Source: an optimization exercise on an open RTL-to-GDS flow (aim: small area, a short achievable clock period and few clock cycles per item). Production flows keep margins and buffers that such runs may drop.
No run shown here included a check of the RTL's function; only the layout flow was run.
Power is estimated from default activity; no workload was simulated.

<file path="design.v">
`timescale 1ns / 1ps
`timescale 1ns / 1ps
`timescale 1ns / 1ps
`timescale 1ns / 1ps
`timescale 1ns / 1ps
`timescale 1ns / 1ps
module func (
        input clk_i,
        input rst_i,
        input [ 7 : 0 ] a_bi,
        input [ 7 : 0 ] b_bi,
        input start_i,
        output [ 1 : 0 ] busy_o,
        output reg [ 4 : 0 ] y_bo
    );
    wire [4:0] r;
    full u_full (.a7(a_bi[7]), .a6(a_bi[6]), .a5(a_bi[5]), .a4(a_bi[4]),
             .a3(a_bi[3]), .a2(a_bi[2]), .a1(a_bi[1]), .a0(a_bi[0]),
             .b7(b_bi[7]), .b6(b_bi[6]), .b5(b_bi[5]), .b4(b_bi[4]),
             .b3(b_bi[3]), .b2(b_bi[2]), .b1(b_bi[1]), .b0(b_bi[0]),
             .y4(r[4]), .y3(r[3]), .y2(r[2]), .y1(r[1]), .y0(r[0]));
    assign busy_o = 2'b00;
    always @(posedge clk_i) begin
        if (rst_i)
            y_bo <= 5'd0;
        else if (start_i)
            y_bo <= r;
    end
endmodule
module full ( 
    a7, a6, a5, a4, a3, a2, a1, a0, b7, b6, b5, b4, b3, b2, b1, b0,
    y4, y3, y2, y1, y0  );
  input  a7, a6, a5, a4, a3, a2, a1, a0, b7, b6, b5, b4, b3, b2, b1, b0;
  output y4, y3, y2, y1, y0;
  wire new_n22, new_n23, new_n24, new_n25, new_n26, new_n27, new_n28,
    new_n29, new_n30, new_n31, new_n32, new_n33, new_n34, new_n35, new_n36,
    new_n37, new_n38, new_n39, new_n40, new_n41, new_n42, new_n43, new_n44,
    new_n45, new_n46, new_n47, new_n48, new_n49, new_n50, new_n51, new_n52,
    new_n53, new_n54, new_n55, new_n56, new_n57, new_n58, new_n59, new_n60,
    new_n61, new_n62, new_n63, new_n65, new_n66, new_n68, new_n69, new_n70,
    new_n72, new_n73, new_n74, new_n75, new_n76, new_n77, new_n78, new_n79,
    new_n80, new_n81, new_n82, new_n83, new_n84, new_n85, new_n86, new_n87,
    new_n88, new_n89, new_n90, new_n91, new_n92, new_n93, new_n94, new_n95,
    new_n96, new_n97, new_n98, new_n99, new_n100, new_n101, new_n102,
    new_n103, new_n104, new_n105, new_n106, new_n107, new_n109, new_n110,
    new_n111, new_n112, new_n113, new_n114, new_n115, new_n116, new_n117,
    new_n118, new_n119, new_n120, new_n121, new_n122, new_n123, new_n124,
    new_n125, new_n126, new_n127, new_n128, new_n129, new_n130;
  assign new_n22 = ~b6 & ~b5;
  assign new_n23 = b4 & b3;
  assign new_n24 = b1 & b0;
  assign new_n25 = ~b2 & ~new_n24;
  assign new_n26 = new_n23 & ~new_n25;
  assign new_n27 = new_n22 & ~new_n26;
  assign new_n28 = ~a1 & new_n27;
  assign new_n29 = ~a1 & ~b6;
  assign new_n30 = ~b4 & ~b3;
  assign new_n31 = new_n22 & new_n30;
  assign new_n32 = ~new_n29 & ~new_n31;
  assign new_n33 = ~a0 & ~new_n32;
  assign new_n34 = ~new_n28 & ~new_n33;
  assign new_n35 = ~b7 & ~new_n34;
  assign new_n36 = ~b1 & ~b0;
  assign new_n37 = ~b7 & ~b2;
  assign new_n38 = new_n36 & new_n37;
  assign new_n39 = new_n31 & new_n38;
  assign new_n40 = ~new_n35 & ~new_n39;
  assign new_n41 = a3 & a2;
  assign new_n42 = new_n40 & new_n41;
  assign new_n43 = b6 & b5;
  assign new_n44 = b2 & new_n43;
  assign new_n45 = new_n23 & ~new_n36;
  assign new_n46 = new_n44 & new_n45;
  assign new_n47 = a0 & new_n46;
  assign new_n48 = ~b7 & ~new_n47;
  assign new_n49 = ~b5 & ~new_n23;
  assign new_n50 = b6 & ~new_n49;
  assign new_n51 = ~a0 & ~new_n50;
  assign new_n52 = a3 & a1;
  assign new_n53 = ~new_n51 & new_n52;
  assign new_n54 = ~new_n48 & new_n53;
  assign new_n55 = ~new_n42 & ~new_n54;
  assign new_n56 = ~a7 & ~a5;
  assign new_n57 = a7 & ~a6;
  assign new_n58 = ~new_n56 & ~new_n57;
  assign new_n59 = a5 & a4;
  assign new_n60 = ~a7 & a6;
  assign new_n61 = new_n59 & ~new_n60;
  assign new_n62 = new_n58 & new_n61;
  assign new_n63 = ~new_n55 & new_n62;
  assign y4 = a7 & new_n63;
  assign new_n65 = ~new_n60 & ~new_n63;
  assign new_n66 = ~a7 & new_n65;
  assign y3 = ~y4 & ~new_n66;
  assign new_n68 = ~a6 & ~a4;
  assign new_n69 = ~a5 & new_n68;
  assign new_n70 = new_n55 & new_n69;
  assign y2 = new_n65 & ~new_n70;
  assign new_n72 = ~new_n62 & ~new_n69;
  assign new_n73 = ~a4 & new_n40;
  assign new_n74 = ~a4 & ~a3;
  assign new_n75 = ~a2 & new_n74;
  assign new_n76 = ~new_n42 & ~new_n75;
  assign new_n77 = ~new_n73 & ~new_n76;
  assign new_n78 = ~new_n58 & new_n77;
  assign new_n79 = new_n72 & ~new_n78;
  assign new_n80 = new_n54 & ~new_n79;
  assign new_n81 = ~new_n58 & ~new_n70;
  assign new_n82 = ~new_n80 & new_n81;
  assign new_n83 = ~new_n77 & ~new_n80;
  assign new_n84 = a7 & a5;
  assign new_n85 = ~a7 & a4;
  assign new_n86 = ~new_n84 & ~new_n85;
  assign new_n87 = ~new_n69 & new_n86;
  assign new_n88 = ~a4 & ~new_n56;
  assign new_n89 = ~new_n84 & new_n88;
  assign new_n90 = a6 & ~new_n59;
  assign new_n91 = ~a3 & ~new_n61;
  assign new_n92 = ~new_n90 & new_n91;
  assign new_n93 = ~new_n89 & new_n92;
  assign new_n94 = ~new_n87 & ~new_n93;
  assign new_n95 = a1 & a0;
  assign new_n96 = new_n50 & new_n95;
  assign new_n97 = ~a2 & ~new_n96;
  assign new_n98 = ~new_n94 & new_n97;
  assign new_n99 = new_n41 & ~new_n72;
  assign new_n100 = a6 & ~new_n88;
  assign new_n101 = ~new_n68 & ~new_n100;
  assign new_n102 = a3 & ~new_n101;
  assign new_n103 = new_n87 & ~new_n102;
  assign new_n104 = ~new_n99 & ~new_n103;
  assign new_n105 = ~new_n98 & new_n104;
  assign new_n106 = new_n77 & new_n105;
  assign new_n107 = ~new_n83 & ~new_n106;
  assign y1 = ~new_n82 & ~new_n107;
  assign new_n109 = ~new_n82 & new_n107;
  assign new_n110 = a1 & ~new_n27;
  assign new_n111 = ~a0 & ~new_n46;
  assign new_n112 = ~new_n110 & new_n111;
  assign new_n113 = a2 & new_n32;
  assign new_n114 = ~new_n112 & new_n113;
  assign new_n115 = ~b7 & ~new_n94;
  assign new_n116 = ~new_n114 & new_n115;
  assign new_n117 = ~new_n109 & new_n116;
  assign new_n118 = new_n40 & ~new_n105;
  assign new_n119 = ~a6 & new_n59;
  assign new_n120 = ~new_n90 & ~new_n119;
  assign new_n121 = a3 & ~new_n120;
  assign new_n122 = a7 & a4;
  assign new_n123 = ~a2 & ~a1;
  assign new_n124 = ~a0 & new_n123;
  assign new_n125 = ~new_n122 & new_n124;
  assign new_n126 = new_n39 & new_n125;
  assign new_n127 = ~new_n89 & new_n126;
  assign new_n128 = ~new_n121 & new_n127;
  assign new_n129 = ~new_n118 & ~new_n128;
  assign new_n130 = ~new_n80 & new_n129;
  assign y0 = ~new_n117 & new_n130;
endmodule
</file>
<file path="constraint.sdc">
create_clock -name core_clock -period 5.0 [get_ports {clk_i}]
set_input_delay 1.0000 -clock core_clock [delete_from_list [all_inputs] [get_ports {clk_i}]]
set_output_delay 1.0000 -clock core_clock [all_outputs]
set_load 0.01 [all_outputs]
</file>
<file path="config.mk">
export PLATFORM = sky130hd
export DESIGN_NAME = func
export DESIGN_NICKNAME = func
export VERILOG_FILES = /design/flow/design.v
export SDC_FILE = /design/flow/constraint.sdc
export NUM_CORES = 4
export LEC_CHECK = 0
export ABC_AREA = 1
export CAP_MARGIN = 20
export CORE_AREA = 2.5 2.5 57.5 57.5
export DIE_AREA = 0 0 60 60
export SLEW_MARGIN = 20
</file>
<file path="standard.sh">
#!/bin/bash
# synth_recipe.tcl (not shown) runs the flow's synth.tcl, then flattens the netlist and writes it again
# the make line also repeats each setting of config.mk as NAME=value (left out here)
make -C /OpenROAD-flow-scripts/flow DESIGN_CONFIG=/design/flow/config.mk WORK_HOME=/design/flow/orfs CLKGATE_MAP_FILE= SYNTH_SCRIPT=/design/flow/synth_recipe.tcl "${@:-finish}"
</file>
<file path="flow/abc_area.script">
strash
dch
map -D 1300 -B 0.9
topo
stime -c
buffer -c
upsize -c -D 1300
dnsize -c -D 1300
</file>
<file path="flow/run.sh">
#!/bin/bash
# Standard layout with two changes: the port buffers are sky130_fd_sc_hd__buf_1
# instead of the cell buffer_ports picks by default (a slow delay buffer), and
# synthesis maps with flow/abc_area.script (ABC_AREA 1) instead of ORFS's.
set -euo pipefail
rm -rf scripts
cp -r "$FLOW_HOME/scripts" scripts
cp flow/abc_area.script scripts/abc_area.script
BUFFER_PORTS_ARGS="-buffer_cell sky130_fd_sc_hd__buf_1" bash standard.sh SCRIPTS_DIR=$PWD/scripts finish > standard.log 2>&1
</file>
==> results of run 1 <==
[cells in the final DEF, fill, tap and decap left out]
cell,n
nor3_2,1
nor2_1,9
ha_1,1
nand3_1,15
nand4_1,2
o22ai_1,1
o2111ai_1,1
o311ai_0,1
nand2_1,44
buf_1,23
o21ai_0,3
or2_4,1
o21bai_1,3
dfxtp_1,5
clkbuf_4,3
inv_1,21
a311oi_1,1
nor3_1,3
or2_1,2
conb_1,2
clkbuf_1,1
a21oi_1,6
[layer usage]
layer	part of all wire, %	wire [µm]	vias to the layer above
met5	0	0	-
met4	0	0	0
met3	4.3	68	0
met2	49	767	13
met1	47	740	345
li1	-	-	445
[critical path, stage by stage]
cell and delay [ns]:
buf_1 0.08, or2_4 0.26, nor3_2 0.12, nand3_1 0.16, nand3_1 0.17, nand2_1 0.08, nand3_1 0.07, nand2_1 0.06
nand2_1 0.08, nand2_1 0.07, nand2_1 0.06, nand2_1 0.04, nand2_1 0.05, a21oi_1 0.05
[power breakdown]
part | leakage [nW] | internal, mW | switching (mW) | total [mW]
sequential | 0.0413 | 0.0429 | 0.00141 | 0.0443
clock | 0.0150 | 0.0303 | 0.0184 | 0.0487
combinational | 0.349 | 0.0182 | 0.0313 | 0.0495
[layout make-up]
cell class | count | share of cell area (%)
inverter | 21 | 10.0
clock buffer | 4 | 3.34
sequential | 5 | 12.7
tap | 33 | 5.25
timing repair buffer | 23 | 11.0
multi-input combinational | 96 | 57.6
[worst min-delay path by stage]
| stage | start | endpoint | slack, ns | cells after the start |
|---|---|---|---|---|
| 2_1_floorplan | y_bo[0]$_SDFFE_PP0P_ | y_bo[0]$_SDFFE_PP0P_ | 0.48 | 2 |
| 3_5_place_dp | y_bo[2]$_SDFFE_PP0P_ | y_bo[2]$_SDFFE_PP0P_ | 0.46 | 2 |
| 3_3_place_gp | y_bo[1]$_SDFFE_PP0P_ | y_bo[1]$_SDFFE_PP0P_ | 0.46 | 2 |
| 5_1_grt | y_bo[3]$_SDFFE_PP0P_ | y_bo[3]$_SDFFE_PP0P_ | 0.48 | 2 |
| 4_1_cts | y_bo[2]$_SDFFE_PP0P_ | y_bo[2]$_SDFFE_PP0P_ | 0.47 | 2 |
| 6_report | y_bo[2]$_SDFFE_PP0P_ | y_bo[2]$_SDFFE_PP0P_ | 0.46 | 2 |
[logic make-up after synthesis]
| kind of cell | after synthesis | share of synthesized area [%] |
|---|---|---|
| buf+inv | 23 | 14.6 |
| simple gates | 77 | 51.7 |
| compound gates | 16 | 15.6 |
| other cells | 1 | 0.583 |
| fa+ha+maj | 1 | 1.95 |
| flops | 5 | 15.6 |
==> run notes, run 1 <==
Worst setup SP type=primary input; P_leak=0.405 nW; clk sink count=5; post-layout util=26.4%; Root Driver=clkbuf_4; Overall Power=143 µW; layout cells sized above 1=3.36%; Die W=60 µm; TritonCTS clock tree=built; core area=0.00298 mm²; final hold violations=0; clk buf depth=2; Final Wtd Congestion=0.782; post-route ant nets=0; Largest register FFs=5; worst setup margin=2.78 ns; placed cell count=178; VDD IR-drop max=0.0783 mV; Vias=803; final setup fails=0; Antenna Cells=0; first-pass GRT wire length=2730 µm; Post-synth ARST share=0%; Worst R2R Start=y_bo[1]$_SDFFE_PP0P_; hold slack=0.463 ns; die height=60 µm; layout filler cell count=345; CP Class=primary input to register; CP arrival=2.36 ns; status=no timing/DRC/antenna violations; Largest Register=y_bo; Layout area overhead=22.2%; crit path to=y_bo[0]$_SDFFE_PP0P_; r2r setup slk=4.40 ns; postcts setup bufs=0; synthesized flop and latch total=5; top_reg_cell synth=dfxtp_1; Mapped Avg Cell Area=5.23 µm²; most numerous cell in the Yosys netlist=nand2_1; Worst EP required=5.13 ns; largest cells by area after synthesis=nand2_1, dfxtp_1, inv_1; vias in the first global route=714; Period Utilization, post-route=44.5%; Die Footprint=0.00360 mm²; Post-Place Cell Area=759 µm²; H-tree depth=1; initial antenna violation count=0; Distinct cells, synth=20; cts bufs inserted=3; largest net degree at the start of global routing=7; 1st-iter DRT viols=25; Synth top area share=25.7%; sequential fraction of the synthesis area=15.6%; Hold WC Path Type=register to register; Worst Setup SP=b_bi[0]; Peak Freq=450 MHz; cell accounting for the most synthesized area=nand2_1; Layout Nets=170; total I/O pin count=26; DR vias/cell=4.41; GR peak layer=met2; I/O Buffers=23; Routed WL per cell=8.66 µm; Max Slew Vio Count=0; # resized after CTS=0; Post-DP HPWL=1350 µm; met1 Use GR=12.2%; Reg clk slew, reported paths=0.05 ns; unrepaired setup endpoints after global routing=false; PwrDens=181 mW/mm²; CP max FO=4; Post-synth top cells=nand2_1, inv_1, nand3_1, nor2_1, a21oi_1; Final Instance Count excl. Fillers=182; post-route design area=786 µm²; Ys Warns=1; clock skew=0 ns; worst slack at placement=2.50 ns; worst-case reg-to-reg path depth=2; mapped cell area=643 µm²; drc violations=0; Post-synth EDFFs=0; GR met3 Demand/Resource=3.90%; Multi-input gate area=453 µm²; biggest regs=y_bo (5); # hold bufs at CTS=0; Total Routing Usage GR=9.93%; Starting Density=21.6%; max-cap viol count=0; drt total wl=1580 µm; Syn Inst Count=123; register area=100 µm²; grt ovf=0; met2 Use GR=16.0%; FP Rows=20; Worst Setup End Kind=register; setup TNS=0 ns; First-pass DRT Iterations=4; RR Endpoint=y_bo[1]$_SDFFE_PP0P_; clk latency of the worst-skew pair=0.25 ns; minimum clock period=2.22 ns
==> run 2, diff against run 1 <==
==> flow/run.sh (replaced) <==
#!/bin/bash
# Standard layout, with the port buffers made from sky130_fd_sc_hd__buf_1
# instead of the cell buffer_ports picks by default (a slow delay buffer).
set -euo pipefail
BUFFER_PORTS_ARGS="-buffer_cell sky130_fd_sc_hd__buf_1" bash standard.sh finish > standard.log 2>&1
removed: flow/abc_area.script
==> run 2 against run 1 <==
Critical path depth increased by 2. Clock skew unchanged. Non-clock buffer count stayed put. Die area stayed put. Core utilization up 1.9 points. Largest cell class unchanged. Largest power group unchanged.
==> run notes, run 2 <==
Net Switching=53.6 µW (+4.8%); top_reg_cell synth=dfxtp_1; Reg clk slew, reported paths=0.05 ns (about the same); Syn Inst Count=123 (unchanged); Slowest cell on crit path=a21oi_2; biggest regs=y_bo (5); internal power=93.3 µW (+2.0%); Ys Warns=1 (unchanged); Max Slew Vio Count=0 (unchanged); worst path bufs/invs=4 (+3); Distinct cells, synth=26 (+30%); minimum clock period=2.17 ns (-0.0530 ns); Routed WL per cell=8.65 µm (about the same); Critical Path, Cell by Cell=buf_1 -> nand2_1 -> inv_1 -> o21ai_1 -> nand2_1 -> nand3_1 -> a21oi_2 -> inv_1 -> nand3_1 -> nand2_1 -> inv_1 -> nand2_1 -> nand2_1 -> nand2_1 -> nand2_1 -> a21oi_2; FP Rows=20 (unchanged); Top delay family on crit path=simple AND/OR/NAND/NOR gates; H-tree depth=1 (unchanged); Period Utilization, post-route=43.4% (-1.1 points); Layout area overhead=20.4%; CP max FO=4 (unchanged); Die W=60 µm (unchanged); Post-synth ARST share=0% (unchanged); P_leak=0.415 nW (+2.4%); largest cells by area after synthesis=nand2_1, dfxtp_1, inv_1; unrepaired setup endpoints after global routing=false; cts bufs inserted=3 (unchanged); 1st-iter DRT viols=14 (-44%); clk sink count=5 (unchanged); core area=0.00298 mm² (unchanged); CP Class=primary input to register; Post-synth top cells=nand2_1, inv_1, nand3_1, nor2_1, nand2_2; final setup fails=0 (unchanged); Vias=804 (+0.12%); Worst EP required=5.13 ns (about the same); Worst Setup End Kind=register; Hold WC Path Type=register to register; CP peak stage delay=0.22 ns (-0.04 ns); r2r setup slk=4.40 ns (about the same); drt total wl=1580 µm (about the same); grt ovf=0 (unchanged); Die Footprint=0.00360 mm² (unchanged); largest net degree at the start of global routing=7 (unchanged); Clock power frac=32.4% (-1.8 points); layout cells sized above 1=14.1% (+11 points); clock skew=0 ns (unchanged); Largest register FFs=5 (unchanged); Total Routing Usage GR=9.76% (-0.17 points); Layout Nets=170 (unchanged); sequential fraction of the synthesis area=14.3% (-1.3 points); drc violations=0 (unchanged); post-route ant nets=0 (unchanged); Largest Register=y_bo; postcts setup bufs=0 (unchanged); die height=60 µm (unchanged); TritonCTS clock tree=built; Mapped Avg Cell Area=5.69 µm² (+8.8%); PwrDens=174 mW/mm² (-3.9%); Overall Power=147 µW (+3.0%); Root Driver=clkbuf_4; # hold bufs at CTS=0 (unchanged); Switching Share=36.5% (+0.62 points); Post-DP HPWL=1380 µm (+2.5%); Starting Density=23.5% (+1.9 points); DR vias/cell=4.42 (+0.12%); max-cap viol count=0 (unchanged); total I/O pin count=26 (unchanged); status=no timing/DRC/antenna violations; worst slack at placement=2.58 ns (+0.0810 ns); clk latency of the worst-skew pair=0.24 ns (about the same); First-pass DRT Iterations=4 (unchanged); most frequent cells in the layout=nand2_1, buf_1, inv_1, nand3_1, nor2_1; Post-synth EDFFs=0 (unchanged); initial antenna violation count=0 (unchanged); worst setup margin=2.83 ns (+0.0530 ns); sequential power share=30.2% (-0.9 points); final hold violations=0 (unchanged); hold slack=0.466 ns (+0.00267 ns); setup TNS=0 ns (unchanged); VDD IR-drop max=0.0926 mV (+18%); I/O Buffers=23 (unchanged); most numerous cell in the Yosys netlist=nand2_1; commonest non-fill, non-tap cell in the layout=nand2_1; Final Wtd Congestion=0.818 (+4.7%); # resized after CTS=0 (unchanged); Synth top area share=20.4% (-5.3 points); CP arrival=2.30 ns (-0.06 ns); clk buf depth=2 (unchanged); Logic pwr share=37.4% (+2.7 points); synthesized flop and latch total=5 (unchanged); mapped cell area=699 µm² (+8.8%); first-pass GRT wire length=2780 µm (+1.8%); cell accounting for the most synthesized area=nand2_1; Antenna Cells=0 (unchanged); Peak Freq=461 MHz (+2.4%); Most common cell on crit path=nand2_1; vias in the first global route=726 (+1.7%); Worst setup SP type=primary input
[run 2: metrics by stage]
stage               std cells  util (%)  cell area [µm²]
floorplan                 124         -              703
global placement          178      27.4              816
detailed placement        178      27.4              816
CTS                       182      28.3              842
global route              182      28.3              842
finish                    182      28.3              842
[run 2: metal layers]
layer / wire (µm) / track usage [%] / vias to the layer above / part of all wire (%)
li1: - / - / 444 / -
met5: 0 / 0 / - / 0
met2: 802 / 17.7 / 8 / 51
met1: 735 / 12.2 / 352 / 47
met4: 0 / 0 / 0 / 0
met3: 37 / 2.60 / 0 / 2.3
[run 2: worst min-delay path, cell delays in order, from the launching register on]
cell and delay [ns]:
dfxtp_1 0.30, nand2_1 0.06, a21oi_1 0.05
[run 2: final cells by class]
| type | instances | area (µm²) |
|---|---|---|
| Inverter | 21 | 78.8 |
| Fill cell | 342 | 2140 |
| Tap cell | 33 | 41.3 |
| Clock buffer | 4 | 26.3 |
| Multi-Input combinational cell | 96 | 509 |
| Timing Repair Buffer | 23 | 86.3 |
| Sequential cell | 5 | 100 |
[run 2: power groups by stage]
stage | Sequential [mW] | Combinational [mW] | Clock [mW]
after floorplan | 0.0463 | 0.0373 | 0
final | 0.0444 | 0.0549 | 0.0475
after detailed placement | 0.0451 | 0.0553 | 0
after global routing | 0.0447 | 0.0641 | 0.0509
after CTS | 0.0444 | 0.0555 | 0.0488
after global placement | 0.0451 | 0.0555 | 0
[run 2: path summary, 6_finish.rpt]
path	from	end	depth (start not counted)
setup / recovery	b_bi[4]	y_bo[0]$_SDFFE_PP0P_	16
hold / removal	y_bo[3]$_SDFFE_PP0P_	y_bo[3]$_SDFFE_PP0P_	2
setup reg to reg	y_bo[0]$_SDFFE_PP0P_	y_bo[0]$_SDFFE_PP0P_	2
hold reg to reg	y_bo[3]$_SDFFE_PP0P_	y_bo[3]$_SDFFE_PP0P_	2
[run 2: cells by family (layout without fill, tap and decap cells)]
group / after synthesis / count (layout) / share of synthesized area (%)
adder cells (fa/ha/maj): 1 / 1 / 1.79
AND/OR/NAND/NOR: 77 / 77 / 54.0
buffers and inverters: 23 / 48 / 13.4
other: 1 / 2 / 0.536
AO/OA/AOI/OAI: 16 / 16 / 15.9
flip-flops: 5 / 5 / 14.3

afterwards: timing with drivers on the ports:
The flow's constraints put no driver on any port. The routed layouts listed below were extracted and timed again, unchanged, in two steps. Step 1 sets driving cells, clkbuf_16 on the clock port and buf_2 on the other inputs (assumed; they add their load-dependent delay and slew). Step 2 adds t to the input delays and takes it off the output delays; t is the mean of the earliest and latest rising clock arrival at the registers after step 1. Input paths then give back, and output paths get back, about the clock's delay inside the block. Slacks: no drivers / after step 1 / after step 2; pairs: no drivers / after step 1.
| run | t (ns) | slack for setup (ns) | worst hold slack (ns) | worst register clock-pin slew, ns | worst slew at a driven data input, ns |
|---|---|---|---|---|---|
| run 1 | 0.263 | 2.776 / 2.769 / 2.507 | 0.463 / 0.463 / 0.463 | 0.05 / 0.05 | 0.03 |
| run 2 | 0.255 | 2.829 / 2.820 / 2.566 | 0.466 / 0.466 / 0.466 | 0.05 / 0.05 | 0.03 |
After both steps every run listed still meets setup and hold. The setup slack of run 1, which loses most, moves by -0.007 ns with the drivers and by -0.269 ns with both steps.
